From an optimization exercise on the open Yosys and OpenROAD flow, aimed at small area, a short achievable clock period and few clock cycles per item; shortcuts taken in it are not production practice. No run shown here included a check of the RTL's function; only the layout flow was run. Power figures rest on the tool's default switching activity, not on a simulated workload.

File: flow/flow/run.sh
#!/bin/bash
# The standard layout, with Yosys's full-adder extraction left out (the adder
# trees are mapped by ABC from plain gates instead of sky130 fa/ha cells),
# plain buffers on the ports, and no dummy loads in the clock tree.
set -euo pipefail
bash standard.sh ADDER_MAP_FILE= \
  "BUFFER_PORTS_ARGS=-buffer_cell sky130_fd_sc_hd__buf_2" \
  "CTS_ARGS=-sink_clustering_enable -repair_clock_nets -dont_use_dummy_load -sink_clustering_size 30 -sink_clustering_max_diameter 100 -buf_list sky130_fd_sc_hd__clkbuf_8" \
  finish > flow.log 2>&1
File: flow/standard.sh
#!/bin/bash
# synth_recipe.tcl (not shown) runs the flow's synth.tcl, then flattens the netlist and writes it again
# the make line also repeats each setting of config.mk as NAME=value (left out here)
make -C /OpenROAD-flow-scripts/flow DESIGN_CONFIG=/design/flow/config.mk WORK_HOME=/design/flow/orfs CLKGATE_MAP_FILE= SYNTH_SCRIPT=/design/flow/synth_recipe.tcl "${@:-finish}"
File: flow/config.mk
export PLATFORM = sky130hd
export DESIGN_NAME = kadai4
export DESIGN_NICKNAME = kadai4
export VERILOG_FILES = /design/flow/design.v
export SDC_FILE = /design/flow/constraint.sdc
export NUM_CORES = 4
export LEC_CHECK = 0
export ABC_AREA = 1
export ABC_CLOCK_PERIOD_IN_PS = 2000
export CAP_MARGIN = 20
export CORE_MARGIN = 2
export CORE_UTILIZATION = 40
export CTS_BUF_LIST = sky130_fd_sc_hd__clkbuf_8
export CTS_CLUSTER_DIAMETER = 100
export CTS_CLUSTER_SIZE = 30
export SETUP_SLACK_MARGIN = 3.0
export SLEW_MARGIN = 20
File: flow/constraint.sdc
create_clock -name core_clock -period 5.0 [get_ports {CLK}]
set_input_delay 1.0000 -clock core_clock [delete_from_list [all_inputs] [get_ports {CLK}]]
set_output_delay 1.0000 -clock core_clock [all_outputs]
set_load 0.01 [all_outputs]
File: flow/design.v
module mult_s1(
    input [7:0] a,
    input [7:0] b,
    output [27:0] eo
    );
    wire t1 = (a[0] & b[6]) ^ (a[1] & b[5]);
    wire t2 = (a[0] & b[6]) & (a[1] & b[5]);
    wire t3 = (a[0] & b[7]) ^ (a[1] & b[6]) ^ (a[2] & b[5]);
    wire t4 = ((a[0] & b[7]) & (a[1] & b[6])) | ((a[0] & b[7]) & (a[2] & b[5])) | ((a[1] & b[6]) & (a[2] & b[5]));
    wire t5 = (a[3] & b[4]) ^ (a[4] & b[3]);
    wire t6 = (a[3] & b[4]) & (a[4] & b[3]);
    wire t7 = (a[1] & b[7]) ^ (a[2] & b[6]) ^ (a[3] & b[5]);
    wire t8 = ((a[1] & b[7]) & (a[2] & b[6])) | ((a[1] & b[7]) & (a[3] & b[5])) | ((a[2] & b[6]) & (a[3] & b[5]));
    wire t9 = (a[4] & b[4]) ^ (a[5] & b[3]);
    wire t10 = (a[4] & b[4]) & (a[5] & b[3]);
    wire t11 = (a[2] & b[7]) ^ (a[3] & b[6]) ^ (a[4] & b[5]);
    wire t12 = ((a[2] & b[7]) & (a[3] & b[6])) | ((a[2] & b[7]) & (a[4] & b[5])) | ((a[3] & b[6]) & (a[4] & b[5]));
    wire t13 = (a[0] & b[4]) ^ (a[1] & b[3]);
    wire t14 = (a[0] & b[4]) & (a[1] & b[3]);
    wire t15 = (a[0] & b[5]) ^ (a[1] & b[4]) ^ (a[2] & b[3]);
    wire t16 = ((a[0] & b[5]) & (a[1] & b[4])) | ((a[0] & b[5]) & (a[2] & b[3])) | ((a[1] & b[4]) & (a[2] & b[3]));
    wire t17 = (a[3] & b[2]) ^ (a[4] & b[1]);
    wire t18 = (a[3] & b[2]) & (a[4] & b[1]);
    wire t19 = t1 ^ (a[2] & b[4]) ^ (a[3] & b[3]);
    wire t20 = (t1 & (a[2] & b[4])) | (t1 & (a[3] & b[3])) | ((a[2] & b[4]) & (a[3] & b[3]));
    wire t21 = (a[4] & b[2]) ^ (a[5] & b[1]) ^ (a[6] & b[0]);
    wire t22 = ((a[4] & b[2]) & (a[5] & b[1])) | ((a[4] & b[2]) & (a[6] & b[0])) | ((a[5] & b[1]) & (a[6] & b[0]));
    wire t23 = t2 ^ t3 ^ t5;
    wire t24 = (t2 & t3) | (t2 & t5) | (t3 & t5);
    wire t25 = (a[5] & b[2]) ^ (a[6] & b[1]) ^ (a[7] & b[0]);
    wire t26 = ((a[5] & b[2]) & (a[6] & b[1])) | ((a[5] & b[2]) & (a[7] & b[0])) | ((a[6] & b[1]) & (a[7] & b[0]));
    wire t27 = t4 ^ t6 ^ t7;
    wire t28 = (t4 & t6) | (t4 & t7) | (t6 & t7);
    wire t29 = t9 ^ (a[6] & b[2]) ^ (a[7] & b[1]);
    wire t30 = (t9 & (a[6] & b[2])) | (t9 & (a[7] & b[1])) | ((a[6] & b[2]) & (a[7] & b[1]));
    wire t31 = t8 ^ t10 ^ t11;
    wire t32 = (t8 & t10) | (t8 & t11) | (t10 & t11);
    wire t33 = (a[5] & b[4]) ^ (a[6] & b[3]) ^ (a[7] & b[2]);
    wire t34 = ((a[5] & b[4]) & (a[6] & b[3])) | ((a[5] & b[4]) & (a[7] & b[2])) | ((a[6] & b[3]) & (a[7] & b[2]));
    wire t35 = t12 ^ (a[3] & b[7]) ^ (a[4] & b[6]);
    wire t36 = (t12 & (a[3] & b[7])) | (t12 & (a[4] & b[6])) | ((a[3] & b[7]) & (a[4] & b[6]));
    wire t37 = (a[5] & b[5]) ^ (a[6] & b[4]) ^ (a[7] & b[3]);
    wire t38 = ((a[5] & b[5]) & (a[6] & b[4])) | ((a[5] & b[5]) & (a[7] & b[3])) | ((a[6] & b[4]) & (a[7] & b[3]));
    wire t39 = (a[4] & b[7]) ^ (a[5] & b[6]) ^ (a[6] & b[5]);
    wire t40 = ((a[4] & b[7]) & (a[5] & b[6])) | ((a[4] & b[7]) & (a[6] & b[5])) | ((a[5] & b[6]) & (a[6] & b[5]));
    assign eo[0] = t13;
    assign eo[1] = t14;
    assign eo[2] = t15;
    assign eo[3] = t17;
    assign eo[4] = t16;
    assign eo[5] = t18;
    assign eo[6] = t19;
    assign eo[7] = t21;
    assign eo[8] = t20;
    assign eo[9] = t22;
    assign eo[10] = t23;
    assign eo[11] = t25;
    assign eo[12] = t24;
    assign eo[13] = t26;
    assign eo[14] = t27;
    assign eo[15] = t29;
    assign eo[16] = t28;
    assign eo[17] = t30;
    assign eo[18] = t31;
    assign eo[19] = t33;
    assign eo[20] = t32;
    assign eo[21] = t34;
    assign eo[22] = t35;
    assign eo[23] = t37;
    assign eo[24] = t36;
    assign eo[25] = t38;
    assign eo[26] = t39;
    assign eo[27] = t40;
endmodule
module mult_s2(
    input [7:0] a,
    input [7:0] b,
    input [27:0] ei,
    output [23:0] eo
    );
    wire t1 = (a[0] & b[3]) ^ (a[1] & b[2]);
    wire t2 = (a[0] & b[3]) & (a[1] & b[2]);
    wire t3 = ei[0] ^ (a[2] & b[2]) ^ (a[3] & b[1]);
    wire t4 = (ei[0] & (a[2] & b[2])) | (ei[0] & (a[3] & b[1])) | ((a[2] & b[2]) & (a[3] & b[1]));
    wire t5 = ei[1] ^ ei[2] ^ ei[3];
    wire t6 = (ei[1] & ei[2]) | (ei[1] & ei[3]) | (ei[2] & ei[3]);
    wire t7 = ei[4] ^ ei[5] ^ ei[6];
    wire t8 = (ei[4] & ei[5]) | (ei[4] & ei[6]) | (ei[5] & ei[6]);
    wire t9 = ei[8] ^ ei[9] ^ ei[10];
    wire t10 = (ei[8] & ei[9]) | (ei[8] & ei[10]) | (ei[9] & ei[10]);
    wire t11 = ei[12] ^ ei[13] ^ ei[14];
    wire t12 = (ei[12] & ei[13]) | (ei[12] & ei[14]) | (ei[13] & ei[14]);
    wire t13 = ei[16] ^ ei[17] ^ ei[18];
    wire t14 = (ei[16] & ei[17]) | (ei[16] & ei[18]) | (ei[17] & ei[18]);
    wire t15 = ei[20] ^ ei[21] ^ ei[22];
    wire t16 = (ei[20] & ei[21]) | (ei[20] & ei[22]) | (ei[21] & ei[22]);
    wire t17 = ei[24] ^ ei[25] ^ ei[26];
    wire t18 = (ei[24] & ei[25]) | (ei[24] & ei[26]) | (ei[25] & ei[26]);
    wire t19 = ei[27] ^ (a[5] & b[7]) ^ (a[6] & b[6]);
    wire t20 = (ei[27] & (a[5] & b[7])) | (ei[27] & (a[6] & b[6])) | ((a[5] & b[7]) & (a[6] & b[6]));
    wire t21 = (a[0] & b[2]) ^ (a[1] & b[1]);
    wire t22 = (a[0] & b[2]) & (a[1] & b[1]);
    wire t23 = t1 ^ (a[2] & b[1]) ^ (a[3] & b[0]);
    wire t24 = (t1 & (a[2] & b[1])) | (t1 & (a[3] & b[0])) | ((a[2] & b[1]) & (a[3] & b[0]));
    wire t25 = t2 ^ t3 ^ (a[4] & b[0]);
    wire t26 = (t2 & t3) | (t2 & (a[4] & b[0])) | (t3 & (a[4] & b[0]));
    wire t27 = t4 ^ t5 ^ (a[5] & b[0]);
    wire t28 = (t4 & t5) | (t4 & (a[5] & b[0])) | (t5 & (a[5] & b[0]));
    wire t29 = t6 ^ t7 ^ ei[7];
    wire t30 = (t6 & t7) | (t6 & ei[7]) | (t7 & ei[7]);
    wire t31 = t8 ^ t9 ^ ei[11];
    wire t32 = (t8 & t9) | (t8 & ei[11]) | (t9 & ei[11]);
    wire t33 = t10 ^ t11 ^ ei[15];
    wire t34 = (t10 & t11) | (t10 & ei[15]) | (t11 & ei[15]);
    wire t35 = t12 ^ t13 ^ ei[19];
    wire t36 = (t12 & t13) | (t12 & ei[19]) | (t13 & ei[19]);
    wire t37 = t14 ^ t15 ^ ei[23];
    wire t38 = (t14 & t15) | (t14 & ei[23]) | (t15 & ei[23]);
    wire t39 = t16 ^ t17 ^ (a[7] & b[4]);
    wire t40 = (t16 & t17) | (t16 & (a[7] & b[4])) | (t17 & (a[7] & b[4]));
    wire t41 = t18 ^ t19 ^ (a[7] & b[5]);
    wire t42 = (t18 & t19) | (t18 & (a[7] & b[5])) | (t19 & (a[7] & b[5]));
    wire t43 = t20 ^ (a[6] & b[7]) ^ (a[7] & b[6]);
    wire t44 = (t20 & (a[6] & b[7])) | (t20 & (a[7] & b[6])) | ((a[6] & b[7]) & (a[7] & b[6]));
    assign eo[0] = t21;
    assign eo[1] = t22;
    assign eo[2] = t23;
    assign eo[3] = t24;
    assign eo[4] = t25;
    assign eo[5] = t26;
    assign eo[6] = t27;
    assign eo[7] = t28;
    assign eo[8] = t29;
    assign eo[9] = t30;
    assign eo[10] = t31;
    assign eo[11] = t32;
    assign eo[12] = t33;
    assign eo[13] = t34;
    assign eo[14] = t35;
    assign eo[15] = t36;
    assign eo[16] = t37;
    assign eo[17] = t38;
    assign eo[18] = t39;
    assign eo[19] = t40;
    assign eo[20] = t41;
    assign eo[21] = t42;
    assign eo[22] = t43;
    assign eo[23] = t44;
endmodule
module mult_s3(
    input [7:0] a,
    input [7:0] b,
    input [23:0] ei,
    output [15:0] x
    );
    wire [15:0] r0 = {1'b0, ei[23], ei[21], ei[19], ei[17], ei[15], ei[13], ei[11], ei[9], ei[7], ei[5], ei[3], ei[1], ei[0], (a[0] & b[1]), (a[0] & b[0])};
    wire [15:0] r1 = {1'b0, (a[7] & b[7]), ei[22], ei[20], ei[18], ei[16], ei[14], ei[12], ei[10], ei[8], ei[6], ei[4], ei[2], (a[2] & b[0]), (a[1] & b[0]), 1'b0};
    assign x = r0 + r1;
endmodule
`timescale 1ns / 1ps
module kadai4 (
    input CLK,
    input RST,
    input [7:0] A,
    input [7:0] B,
    input ACK,
    input START,
    input HALT,
    output [15:0] X,
    output X_VALID,
    output REQ_AB
);
reg [15:0] r0, r1, r2, r3, r4, r5, r6, r7;
reg [27:0] e1;
reg [23:0] e2;
reg inp;             
reg outp;            
reg req;             
reg [2:0] cnt;       
reg [2:0] w;         
reg req_o;           
reg vld;             
wire abort = RST | HALT;
wire acc = req & ACK;
wire [27:0] part1;
wire [23:0] part2;
wire [15:0] prod;
mult_s1 ml1 (
    .a(r4[15:8]),
    .b(r4[7:0]),
    .eo(part1)
);
mult_s2 ml2 (
    .a(r5[15:8]),
    .b(r5[7:0]),
    .ei(e1),
    .eo(part2)
);
mult_s3 ml3 (
    .a(r6[15:8]),
    .b(r6[7:0]),
    .ei(e2),
    .x(prod)
);
always @(posedge CLK) begin
    r0 <= acc ? {A, B} : r6;
    r1 <= r0;
    r2 <= r1;
    r3 <= r2;
    r4 <= r3;
    r5 <= r4;
    r6 <= r5;
    e1 <= part1;
    e2 <= part2;
    r7 <= prod;
end
wire idle = !inp && !outp;
wire cnt7 = (cnt == 3'd7);
wire [2:0] cnt_up = cnt + 3'd1;
wire [2:0] cnt_hold = idle ? 3'd0 : outp ? cnt_up : cnt;
wire [2:0] cnt_acc = idle ? 3'd0 : (outp || req) ? cnt_up : cnt;
wire req_nack = !abort && (inp ? (!req && w == 3'd1) : (idle && START));
wire req_ack = !abort && (inp ? (req ? !cnt7 : w == 3'd1) : (idle && START));
wire last = inp && req && cnt7;
wire inp_nack = !abort && (inp || (idle && START));
wire inp_ack = inp_nack && !last;
wire outp_nack = !abort && outp && !cnt7;
wire outp_ack = !abort && ((outp && !cnt7) || last);
always @(posedge CLK) begin
    cnt <= ACK ? cnt_acc : cnt_hold;
    w <= (req && !ACK) ? 3'd6 : w - 3'd1;
    req <= ACK ? req_ack : req_nack;
    inp <= ACK ? inp_ack : inp_nack;
    outp <= ACK ? outp_ack : outp_nack;
    if (abort) begin
        req_o <= 1'b0;
        vld <= 1'b0;
    end else if (inp) begin
        if (acc) begin
            if (cnt7) begin
                req_o <= 1'b0;
                vld <= 1'b1;
            end
        end else if (req_o) begin
            req_o <= 1'b0;
        end else if (w == 3'd1) begin
            req_o <= 1'b1;
        end
    end else if (outp) begin
        if (cnt7) vld <= 1'b0;
    end else if (START) begin
        req_o <= 1'b1;
    end
end
assign X = r7;
assign X_VALID = vld;
assign REQ_AB = req_o;
endmodule    
==> results of run 1 <==
flip-flops by register name, indices dropped and copies added (netlist names):
name   count
req_o      1
req        1
r5        16
r6        16
inp        1
r0        16
r3        16
e1        28
vld        1
cnt        3
r2        16
r4        16
outp       1
r1        16
w          3
r7        16
e2        24
cell usage in the layout, fill, tap and decap left out, types with 3 or more instances in the layout:
cell	n
a22o_1	3
nand2_4	3
nand3_2	4
nand2_1	330
nor2_4	3
inv_1	106
o21ai_0	6
nor2_1	52
nand3_1	40
a21oi_1	22
nand3b_1	3
nand4_1	5
xor2_1	39
edfxtp_1	3
nor2_2	6
clkbuf_8	17
buf_2	38
dfxtp_1	187
nand2_2	12
xnor2_1	6
a21boi_0	3
cells in the mapped netlist (3+ instances only):
cell type  count  area, sq um
xnor2_1        6         52.6
nand3_1       40          200
nand3b_1       3         22.5
dfxtp_1      188         3760
nor2_1        52          195
nand2_1      331         1240
nand3_2        4         40.0
o21ai_0        6         30.0
inv_1        106          398
nand4_1        5         31.3
a22o_1         3         26.3
buf_2          7         35.0
a21boi_0       3         22.5
a21oi_1       22          110
edfxtp_1       3         90.1
nor2_4         3         33.8
nand2_2       11         68.8
nand2_4        3         33.8
xor2_1        39          342
nor2_2         6         37.5
power by group through the flow:
| stage | registers (W) | logic (W) | clock network [W] |
|---|---|---|---|
| 3_5_place_dp | 0.00182 | 0.000223 | 0 |
| 6_report | 0.00178 | 0.000222 | 0.000746 |
| 5_1_grt | 0.00180 | 0.000260 | 0.000840 |
| 4_1_cts | 0.00178 | 0.000224 | 0.000779 |
| 3_3_place_gp | 0.00182 | 0.000220 | 0 |
| 2_1_floorplan | 0.00178 | 0.000180 | 0 |
area by class of cell:
type	instances	area, sq um	area share [%]
flip-flops and latches	191	3850	51.2
multi-input cells	547	2560	34.0
inverters	109	409	5.43
well taps	220	275	3.65
clock buffers	17	234	3.11
repair buffers	39	198	2.62
cell families after synthesis:
kind of cell / after synthesis / share of synthesized area [%]
XOR/XNOR: 46 / 5.97
flip-flops: 191 / 56.1
buffers and inverters: 119 / 6.68
AO/OA/AOI/OAI: 38 / 3.15
AND/OR/NAND/NOR: 463 / 28.1
per-stage QoR:
| step | utilization, % | worst slack [ps] | power, W | area [sq um] | hold slack (ps) |
|---|---|---|---|---|---|
| global placement | 43.7 | 2670 | 0.00204 | 7300 | 310 |
| detailed placement | 43.7 | 2610 | 0.00204 | 7300 | 312 |
| global route | 45.1 | 3020 | 0.00290 | 7530 | 314 |
| CTS | 45.1 | 3020 | 0.00279 | 7530 | 320 |
| finish | 45.1 | 3070 | 0.00275 | 7530 | 321 |
| floorplan | - | 3040 | 0.00196 | 6870 | 310 |
how the worst min path moves through the flow:
stage | startpoint | endpoint | slack, ps | depth (start not counted)
3_3_place_gp | r3[15] | r4[15] | 310 | 0
5_1_grt | r1[11] | r2[11] | 310 | 0
2_1_floorplan | r0[0] | r1[0] | 310 | 0
3_5_place_dp | r0[10] | r1[10] | 310 | 0
4_1_cts | r1[11] | r2[11] | 320 | 0
6_report | r1[11] | r2[11] | 320 | 0
layer usage:
metal / track usage [%] / up-vias / share of wire, %
li1: - / 2667 / -
met1: 18.4 / 2013 / 53
met2: 21.1 / 55 / 42
met3: 4.43 / 16 / 3.2
met4: 5.84 / 0 / 1.9
met5: 0 / - / 0
==> results_dict.tcl, run 1 <==
set metrics [dict create \
    cts_root_buffer "clkbuf_8" \
    clock_sinks 191 \
    p_leak_nw 3.72 \
    worst_pin_slew_ps 441 \
    cp.depth 1 \
    die_width_um 135 \
    crit_chain "buf_2" \
    nFillCells 1665 \
    rsz0062_at_grt "no" \
    grt_antenna_before_repair 0 \
    netlist_instances 857 \
    worst-setup-path-type "reg -> out" \
    finalHoldViolCount 0 \
    report.final.slew_viol_count 0 \
    num_rows 47 \
    critPathMaxStageDelay_ps 350 \
    p_int_w 0.00207 \
    die_area_sq_um 18200 \
    area_growth_pct 9.61 \
    finalCritPeriodShare_pct 38.6 \
    required_ps 4000 \
    drt_wl_total_um 11600 \
    path_delay_family "flip-flops" \
    power.density_nw_per_um2 365 \
    path_clk_slew_ps 100 \
    fin_cells 1123 \
    grt_pass1_wl_um 19700 \
    vdd_drop_max_mv 0.230 \
    hold_path_class "reg -> reg" \
    cts-resized-gates 0 \
    crit_end "REQ_AB" \
    yosys.cell_types.count 32 \
    ant_nets 0 \
    avgSynthCellArea_sq_um 8.02 \
    start_kind "flop" \
    clock_path_buffers 2 \
    vias_per_cell 4.23 \
    status "timing/DRC/antenna clean" \
    synth_warnings 1 \
    tns_ps 0 \
    worstReg2RegStart "r6[0]" \
    wl_per_cell_um 10.3 \
    setup_viol 0 \
    synth_edf_count 3 \
    chipHeight_um 135 \
    num_vias 4751 \
    seqPwrFrac_pct 64.8 \
    syn_area_sq_um 6870 \
    io_pins 39 \
    max-cap-violations 0 \
    worstSetupStartpoint "req_o" \
    post_cts_buffers 0 \
    clock_latency_ps 460 \
    drive_gt1_share_pct 9.86 \
    fmax_mhz 518 \
    drt_iter0_markers 199 \
    syn_nets 878 \
    clkPwrFrac_pct 27.1 \
    synth_seq_cells 191 \
    portBuffers 38 \
    r2r_end "r7[10]" \
    r2r_cells 9 \
    cp_max_fo 3 \
    holdBufCountCts 0 \
    ys_seq_area_share_pct 56.1 \
    grt_usage_pct 13.9 \
    grt_max_degree 21 \
    diodes 0 \
    maxSlewHeadroom_pct 70.6 \
    ys.flop_type "dfxtp_1" \
    dp.cells 1106 \
    first_pass_iters 4 \
    crit_buf_inv 1 \
    start_util_pct 41.2 \
    fin_nets 926 \
    combPwrFrac_pct 8.1 \
    p_switching_w 0.000678 \
    gp_congestion 0.804 \
    worstPathArrival_ps 930 \
    p_sw_share_pct 24.6 \
    finalClockSkew_ps 31.0 \
    fp.coreArea_sq_um 16700 \
    grt.overflow.total 0 \
    slowest_stage "dfxtp_2" \
    htreeDepth 4 \
    async_flop_share_pct 0 \
    first_global_vias 4205 \
    cts_tree "built" \
    critPathCaptureType "primary output" \
    hpwl_um 8770 \
    cts_buffers 17 \
    r2r_slack_ps 3530 \
    drc 0 \
    period_needed_ps 1930 \
]
==> run 2, diff against run 1 <==
==> flow/flow/run.sh (replaced) <==
#!/bin/bash
# The standard layout, with plain buffers on the ports and no dummy loads in
# the clock tree.
set -euo pipefail
bash standard.sh \
  "BUFFER_PORTS_ARGS=-buffer_cell sky130_fd_sc_hd__buf_2" \
  "CTS_ARGS=-sink_clustering_enable -repair_clock_nets -dont_use_dummy_load -sink_clustering_size 30 -sink_clustering_max_diameter 100 -buf_list sky130_fd_sc_hd__clkbuf_8" \
  finish > flow.log 2>&1
==> results_dict.tcl, run 2 <==
set metrics [dict create \
    worstPathArrival_ps 940 \
    synth_common_cells "dfxtp_1, nand2_1, inv_1, fa_1, ha_1" \
    crit_chain "buf_2" \
    r2r_cells 10 \
    drive_gt1_share_pct 9.63 \
    async_flop_share_pct 0 \
    maxSlewHeadroom_pct 76.3 \
    first_pass_iters 4 \
    finalCritPeriodShare_pct 38.8 \
    hold_path_class "reg -> reg" \
    hp-start "r3[6]" \
    synthTopCellsByArea "dfxtp_1, fa_1, nand2_1, inv_1, ha_1" \
    largest_register_ffs 28 \
    area_growth_pct 10.6 \
    report.final.slew_viol_count 0 \
    vdd_drop_max_mv 0.202 \
    worst-setup-path-type "reg -> out" \
    period_needed_ps 1940 \
    diodes 0 \
    portBuffers 38 \
    cts_root_buffer "clkbuf_8" \
    crit_buf_inv 1 \
    grt.overflow.total 0 \
    seq_area_sq_um 3850 \
    critPathMaxStageDelay_ps 350 \
    seqPwrFrac_pct 66.0 \
    slowest_stage "dfxtp_1" \
    fmax_mhz 516 \
    grt_max_degree 20 \
    cts_tree "built" \
    p_leak_nw 3.72 \
    rsz0062_at_grt "no" \
    grt_pass1_wl_um 17400 \
    critPathCaptureType "primary output" \
    drt_wl_total_um 9930 \
    worst_pin_slew_ps 355 \
    path_delay_family "flip-flops" \
    cts_buffers 17 \
    clock_sinks 191 \
    hpwl_um 7670 \
    synth_seq_cells 191 \
    vias_per_cell 4.17 \
    synth_edf_count 3 \
    netlist_instances 643 \
    io_pins 39 \
    worstReg2RegStart "r6[0]" \
    setup_viol 0 \
    status "timing/DRC/antenna clean" \
    tns_ps 0 \
    power.density_nw_per_um2 372 \
    drt_iter0_markers 174 \
    required_ps 4000 \
    yosys.cell_types.count 25 \
    ys.flop_type "dfxtp_1" \
    wl_per_cell_um 10.9 \
    start_kind "flop" \
    syn_area_sq_um 6480 \
    p_switching_w 0.000606 \
    post_cts_buffers 0 \
    largestRegisters "e1 x28, e2 x24" \
    holdBufCountCts 0 \
    ant_nets 0 \
    nFillCells 1519 \
    cts-resized-gates 0 \
    drc 0 \
    regMostFlops "e1" \
    htreeDepth 4 \
    synth_warnings 1 \
    grt_usage_pct 12.6 \
    final_cell_mix "dfxtp_1, nand2_1, inv_1, buf_2, fa_1" \
    finalClockSkew_ps 34.6 \
    max-cap-violations 0 \
    multi_input_comb_area_sq_um 2090 \
    syn_nets 725 \
    synth.largest_area_cell "dfxtp_1" \
    grt_antenna_before_repair 0 \
    start_util_pct 40.8 \
    chipHeight_um 131 \
    num_rows 46 \
    yosysTopAreaCellShare_pct 58.1 \
    clock_latency_ps 440 \
    final_common_cell "dfxtp_1" \
    min_path_cells 0 \
    fp.coreArea_sq_um 15900 \
    r2r_end "r7[13]" \
    die_area_sq_um 17200 \
    cp_max_fo 3 \
    r2r_slack_ps 3160 \
    clock_path_buffers 2 \
    finalHoldViolCount 0 \
    p_int_w 0.00206 \
    gp_congestion 0.843 \
    first_global_vias 3927 \
    fin_nets 780 \
    num_vias 3806 \
    die_width_um 131 \
    synth.most_common_cell "dfxtp_1" \
    ys_seq_area_share_pct 59.5 \
    combPwrFrac_pct 7.0 \
    p_sw_share_pct 22.7 \
    clkPwrFrac_pct 27.0 \
    fin_util_pct 45.1 \
    min_to "r4[6]" \
    path_clk_slew_ps 90 \
    avgSynthCellArea_sq_um 10.1 \
]
==> run 2: worst max path at each step <==
stage	to	startpoint	slack, ps	depth (start not counted)
6_report	REQ_AB	req_o	3060	1
5_1_grt	REQ_AB	req_o	3000	1
3_3_place_gp	outp	ACK	2950	7
4_1_cts	REQ_AB	req_o	3030	1
2_1_floorplan	cnt[0]	ACK	3380	4
3_5_place_dp	outp	ACK	2910	7
==> run 2: routing by layer <==
metal  GRT usage (%)  wire [um]
met1            15.3       4740
met2            20.5       4500
met3            3.63        410
met4            6.22        276
met5               0          0
==> run 2: power by group through the flow <==
stage / Clock [W] / Combinational, W / Sequential (W)
2_1_floorplan: 0 / 0.000128 / 0.00177
6_report: 0.000720 / 0.000187 / 0.00176
4_1_cts: 0.000753 / 0.000189 / 0.00176
3_5_place_dp: 0 / 0.000188 / 0.00180
5_1_grt: 0.000817 / 0.000225 / 0.00178
3_3_place_gp: 0 / 0.000181 / 0.00179
==> run 2: cells by family (layout without fill, tap and decap cells) <==
family | Yosys count | count (layout) | share of synthesized area (%)
fa+ha+maj | 61 | 61 | 15.9
xor+xnor | 7 | 7 | 0.946
buf+inv | 143 | 196 | 8.30
flops | 191 | 191 | 59.5
simple gates | 225 | 225 | 14.0
compound gates | 16 | 16 | 1.35
==> run 2: worst reg2reg max path, cell delays in order (launching register included) <==
cell and delay, ps:
dfxtp_1 370, nand2_1 80, inv_1 40, ha_1 220, fa_1 450, nand3_1 120, nand3_2 130, nand3_1 130
nand3_1 90, nand2_1 70, nand2_1 40
==> run 2: stage by stage <==
stage | total power [W] | area (sq um) | hold slack (ps) | instances | setup WS [ps]
floorplan | 0.00190 | 6480 | 310 | 643 | 3380
global placement | 0.00197 | 6930 | 310 | 895 | 2950
detailed placement | 0.00198 | 6930 | 312 | 895 | 2910
CTS | 0.00270 | 7170 | 326 | 912 | 3030
global route | 0.00282 | 7170 | 327 | 912 | 3000
finish | 0.00267 | 7170 | 324 | 912 | 3060
==> run 2: area by class of cell <==
| cell class | count | share of cell area, % |
|---|---|---|
| multi-input cells | 309 | 29.1 |
| clock buffers | 17 | 3.26 |
| flip-flops and latches | 191 | 53.8 |
| inverters | 141 | 7.38 |
| well taps | 216 | 3.77 |
| repair buffers | 38 | 2.65 |

==> what the ideal ports hide <==
The flow's constraints put no driver on any port. The routed layouts listed below were extracted and timed again, unchanged, in two steps.
Step 1: set_driving_cell puts a clkbuf_16 on CLK and a buf_2 on each other input, an assumption about the parent block.
Step 2 adds t to the input delays and takes it off the output delays; t is the mean of the earliest and latest rising clock arrival at the registers after step 1. Input paths then give back, and output paths get back, about the clock's delay inside the block.
Slacks: ideal ports / drivers / drivers and shift; pairs: ideal ports / drivers.
run	shift t [ns]	slack for setup (ns)	pins driven straight from the clock port
run 1	0.482	3.071 / 3.032 / 2.918	1
run 2	0.460	3.061 / 3.027 / 2.941	1
After both steps setup and hold are still met in every run listed. For run 1, which loses most, drivers alone change the setup slack by -0.039 ns; drivers and shift together by -0.153 ns.
